Background: an optimization exercise with open tools, aiming at small area and a short achievable clock period. Do not read the settings as production practice.
Power figures rest on the tool's default switching activity, not on a simulated workload.

== before ==
==> module barrel_shifter, before the edit <==
module barrel_shifter (
    input  logic        i_clk,
    input  logic        i_signed,
    input  logic        i_shift_left,
    input  logic [4:0]  i_shift_amt,
    input  logic [31:0] i_data,
    output logic [31:0] o_data
);
    logic left, s4, fill, fill_n, cm_n;
    assign left = i_shift_left;
    assign s4   = i_shift_amt[4];
    assign fill = i_signed & i_data[31];
    logic sr0, sr1, sr0_n, sl0_n, cm, ch;
    logic [1:0] sl1_n;    
    bs_nor2  u_sr0   (.a(left), .b(s4), .y(sr0));
    bs_andn  u_sr1   (.a(s4), .b_n(left), .y(sr1));
    bs_or2   u_sr0_n (.a(left), .b(s4), .y(sr0_n));
    bs_nand2 u_sl0_n (.a(left), .b(s4), .y(sl0_n));
    bs_orn   u_sl1_n0 (.a(s4), .b_n(left), .y(sl1_n[0]));
    bs_orn   u_sl1_n1 (.a(s4), .b_n(left), .y(sl1_n[1]));
    bs_nand3b u_cm_n (.a_n(left), .b(i_signed), .c(i_data[31]), .y(cm_n));
    bs_nand2  u_cm   (.a(s4), .b(cm_n), .y(cm));
    bs_nand2  u_fl_n (.a(i_signed), .b(i_data[31]), .y(fill_n));
    bs_nand2b u_ch   (.a_n(left), .b(fill_n), .y(ch));
    logic [3:0] a, a_n;
    for (genvar t = 0; t < 4; t++) begin : g_sel
        bs_xor2  u_a  (.a(i_shift_amt[t]), .b(left), .y(a[t]));
        bs_xnor2 u_an (.a(i_shift_amt[t]), .b(left), .y(a_n[t]));
    end
    logic [46:0] v16_n;
    logic [38:0] v8;
    logic [34:0] v4_n;
    logic [32:0] v2;
    logic [31:0] res_n;
    logic [31:0] q_n;
    for (genvar i = 0; i < 15; i++) begin : g_s16_lo
        bs_aoi22 u (.a(i_data[i]), .sa(sr0), .b(i_data[i+16]), .sb(sr1), .y(v16_n[i]));
    end
    assign v16_n[15] = ~((i_data[15] & ~left & ~s4) | (i_data[31] & ~left & s4) | (i_data[0] & left & ~s4));
    for (genvar i = 16; i < 31; i++) begin : g_s16_mid
        bs_oai221 u (.a(i_data[i]), .sa_n(sr0_n), .b(i_data[i-15]), .sb_n(sl1_n[0]),
                     .c(cm), .y(v16_n[i]));
    end
    assign v16_n[31] = ~((i_data[31] & ~left & ~s4) | (fill & ~left & s4) | (i_data[0] & left & s4)
                         | (i_data[16] & left & ~s4));
    for (genvar i = 32; i < 47; i++) begin : g_s16_hi
        bs_oai221 u (.a(i_data[i-31]), .sa_n(sl0_n), .b(i_data[i-15]), .sb_n(sl1_n[1]),
                     .c(ch), .y(v16_n[i]));
    end
    for (genvar i = 0; i < 39; i++) begin : g_s8
        bs_mux_n u (.a(v16_n[i]), .sa_n(a[3]), .b(v16_n[i+8]), .sb_n(a_n[3]), .y(v8[i]));
    end
    for (genvar i = 0; i < 35; i++) begin : g_s4
        bs_mux_n u (.a(v8[i]), .sa_n(a[2]), .b(v8[i+4]), .sb_n(a_n[2]), .y(v4_n[i]));
    end
    for (genvar i = 0; i < 33; i++) begin : g_s2
        bs_mux_n u (.a(v4_n[i]), .sa_n(a[1]), .b(v4_n[i+2]), .sb_n(a_n[1]), .y(v2[i]));
    end
    for (genvar i = 0; i < 32; i++) begin : g_s1
        bs_mux_n u (.a(v2[i]), .sa_n(a[0]), .b(v2[i+1]), .sb_n(a_n[0]), .y(res_n[i]));
    end
    always_ff @(posedge i_clk) q_n <= res_n;
    assign o_data = ~q_n;
endmodule
==> module bs_aoi22, before the edit <==
module bs_aoi22 (input logic a, sa, b, sb, output logic y);
    assign y = ~((a & sa) | (b & sb));
endmodule
==> module bs_nor2, before the edit <==
module bs_nor2 (input logic a, b, output logic y);
    assign y = ~(a | b);
endmodule
==> module bs_andn, before the edit <==
module bs_andn (input logic a, b_n, output logic y);
    assign y = a & ~b_n;
endmodule
Settings: LEC_CHECK=0, CAP_MARGIN=20, CORE_MARGIN=2, CORE_UTILIZATION=65, GPL_TIMING_DRIVEN=0, SLEW_MARGIN=20, SYNTH_HIERARCHICAL=1, SYNTH_MINIMUM_KEEP_SIZE=0; clock period 3.5 ns.
standard.sh (not shown) runs the stock make flow with config.mk's settings and CLKGATE_MAP_FILE= SYNTH_SCRIPT=/design/flow/synth_recipe.tcl, a recipe that flattens the netlist after the stock synthesis.
==> flow/flow/run.sh <==
#!/bin/bash
set -e
here=$(pwd)
export BUFFER_PORTS_ARGS="-buffer_cell sky130_fd_sc_hd__buf_1"
export POST_FLOORPLAN_TCL="$here/flow/post_floorplan.tcl"
export PRE_RESIZE_TCL="$here/flow/pre_resize.tcl"
bash standard.sh > standard.log 2>&1
Other scripts of this flow, unchanged in this note and not shown: flow/flow/post_floorplan.tcl, flow/flow/pre_resize.tcl, flow/flow/sizing.tcl
The following lists how after was set up differently from before:
==> flow/design.v <==
module barrel_shifter (
    input  logic        i_clk,
    input  logic        i_signed,
    input  logic        i_shift_left,
    input  logic [4:0]  i_shift_amt,
    input  logic [31:0] i_data,
    output logic [31:0] o_data
);
    logic left, s4, fill, fill_n, cm_n;
    assign left = i_shift_left;
    assign s4   = i_shift_amt[4];
    assign fill = i_signed & i_data[31];
    logic sr1_n, sl0_n, cm, ch, left_n;
    logic [1:0] sr0_n;    
    logic [1:0] sl1_n;    
    bs_or2   u_sr0_n0 (.a(left), .b(s4), .y(sr0_n[0]));
    bs_or2   u_sr0_n1 (.a(left), .b(s4), .y(sr0_n[1]));
    bs_orn   u_sr1_n  (.a(left), .b_n(s4), .y(sr1_n));
    bs_inv   u_left_n (.a(left), .y(left_n));
    bs_nand2 u_sl0_n (.a(left), .b(s4), .y(sl0_n));
    bs_orn   u_sl1_n0 (.a(s4), .b_n(left), .y(sl1_n[0]));
    bs_orn   u_sl1_n1 (.a(s4), .b_n(left), .y(sl1_n[1]));
    bs_nand3b u_cm_n (.a_n(left), .b(i_signed), .c(i_data[31]), .y(cm_n));
    bs_nand2  u_cm   (.a(s4), .b(cm_n), .y(cm));
    bs_nand2  u_fl_n (.a(i_signed), .b(i_data[31]), .y(fill_n));
    bs_nand2b u_ch   (.a_n(left), .b(fill_n), .y(ch));
    logic [3:0] ax, ax_n, a, a_n;
    for (genvar t = 0; t < 4; t++) begin : g_sel
        bs_xor2  u_x  (.a(i_shift_amt[t]), .b(left), .y(ax[t]));
        bs_xnor2 u_xn (.a(i_shift_amt[t]), .b(left), .y(ax_n[t]));
        bs_inv   u_a  (.a(ax_n[t]), .y(a[t]));
        bs_inv   u_an (.a(ax[t]),   .y(a_n[t]));
    end
    logic [46:0] v16_n;
    logic [38:0] v8;
    logic [34:0] v4_n;
    logic [32:0] v2;
    logic [31:0] res_n;
    logic [31:0] q_n;
    for (genvar i = 0; i < 15; i++) begin : g_s16_lo
        bs_oai221 u (.a(i_data[i]), .sa_n(sr0_n[0]), .b(i_data[i+16]), .sb_n(sr1_n), .c(left_n),
                     .y(v16_n[i]));
    end
    assign v16_n[15] = ~((i_data[15] & ~left & ~s4) | (i_data[31] & ~left & s4) | (i_data[0] & left & ~s4));
    for (genvar i = 16; i < 31; i++) begin : g_s16_mid
        bs_oai221 u (.a(i_data[i]), .sa_n(sr0_n[1]), .b(i_data[i-15]), .sb_n(sl1_n[0]),
                     .c(cm), .y(v16_n[i]));
    end
    assign v16_n[31] = ~((i_data[31] & ~left & ~s4) | (fill & ~left & s4) | (i_data[0] & left & s4)
                         | (i_data[16] & left & ~s4));
    for (genvar i = 32; i < 47; i++) begin : g_s16_hi
        bs_oai221 u (.a(i_data[i-31]), .sa_n(sl0_n), .b(i_data[i-15]), .sb_n(sl1_n[1]),
                     .c(ch), .y(v16_n[i]));
    end
    for (genvar i = 0; i < 39; i++) begin : g_s8
        bs_mux_n u (.a(v16_n[i]), .sa_n(a[3]), .b(v16_n[i+8]), .sb_n(a_n[3]), .y(v8[i]));
    end
    for (genvar i = 0; i < 35; i++) begin : g_s4
        bs_mux_n u (.a(v8[i]), .sa_n(a[2]), .b(v8[i+4]), .sb_n(a_n[2]), .y(v4_n[i]));
    end
    for (genvar i = 0; i < 33; i++) begin : g_s2
        bs_mux_n u (.a(v4_n[i]), .sa_n(a[1]), .b(v4_n[i+2]), .sb_n(a_n[1]), .y(v2[i]));
    end
    for (genvar i = 0; i < 32; i++) begin : g_s1
        bs_mux_n u (.a(v2[i]), .sa_n(a[0]), .b(v2[i+1]), .sb_n(a_n[0]), .y(res_n[i]));
    end
    always_ff @(posedge i_clk) q_n <= res_n;
    assign o_data = ~q_n;
endmodule
module bs_mux_n (input logic a, sa_n, b, sb_n, output logic y);
    assign y = ~((a | sa_n) & (b | sb_n));
endmodule
module bs_oai221 (input logic a, sa_n, b, sb_n, c, output logic y);
    assign y = ~((a | sa_n) & (b | sb_n) & c);
endmodule
module bs_inv (input logic a, output logic y);
    assign y = ~a;
endmodule
module bs_or2 (input logic a, b, output logic y);
    assign y = a | b;
endmodule
module bs_nand2 (input logic a, b, output logic y);
    assign y = ~(a & b);
endmodule
module bs_orn (input logic a, b_n, output logic y);
    assign y = a | ~b_n;
endmodule
module bs_xor2 (input logic a, b, output logic y);
    assign y = a ^ b;
endmodule
module bs_xnor2 (input logic a, b, output logic y);
    assign y = ~(a ^ b);
endmodule
module bs_nand3b (input logic a_n, b, c, output logic y);
    assign y = ~(~a_n & b & c);
endmodule
module bs_nand2b (input logic a_n, b, output logic y);
    assign y = ~(~a_n & b);
endmodule
--- outcome ---
Summary: with before as the reference, design area in after moved up slightly.
Diff after..before | synthesized-area fraction occupied by ao, oa, aoi and oai cells | negligible
Detailed route, after vs before: via total higher for after
Cmp before and after / maximum cell stage delay along the critical path / higher: before
NOTE: post-synthesis instance area in after exceeds that of before
Compared with before, after improves clock distribution power.
The sequential share of power of before and that of after are within noise of each other.
The lower worst-path maximum fanout came out of after.
Compared with before, in after wire length after detailed routing +260 um; transition time at the pin with the least slew margin shows a reduction of 570 ps; post-layout instance count excluding filler cells went up 2.3%.
Function was not checked in any run of this note: the RTL went through the layout flow alone.

## what the ideal ports hide
Ports are ideal in the flow. The routed layouts listed here were re-timed in OpenROAD. Step 1: set_driving_cell puts a clkbuf_16 on i_clk and a buf_2 on each other input, an assumption about the parent block. Step 2 times the ports against the registers' clock, not the clock port: input delays grow and output delays shrink by t, the midpoint of the rising clock arrivals with the driver on. Slacks: ideal ports / drivers / drivers and shift; pairs: ideal ports / drivers.
run | t (ns) | setup slack, ns | latest minus earliest clock arrival (ns)
before | 0.311 | 0.853 / 0.831 / 0.520 | 0.012 / 0.012
after | 0.317 | 1.214 / 1.210 / 0.893 | 0.006 / 0.006
After both steps every run listed still meets setup and hold. The setup slack of before, which loses most, moves by -0.022 ns with the drivers and by -0.333 ns with both steps.
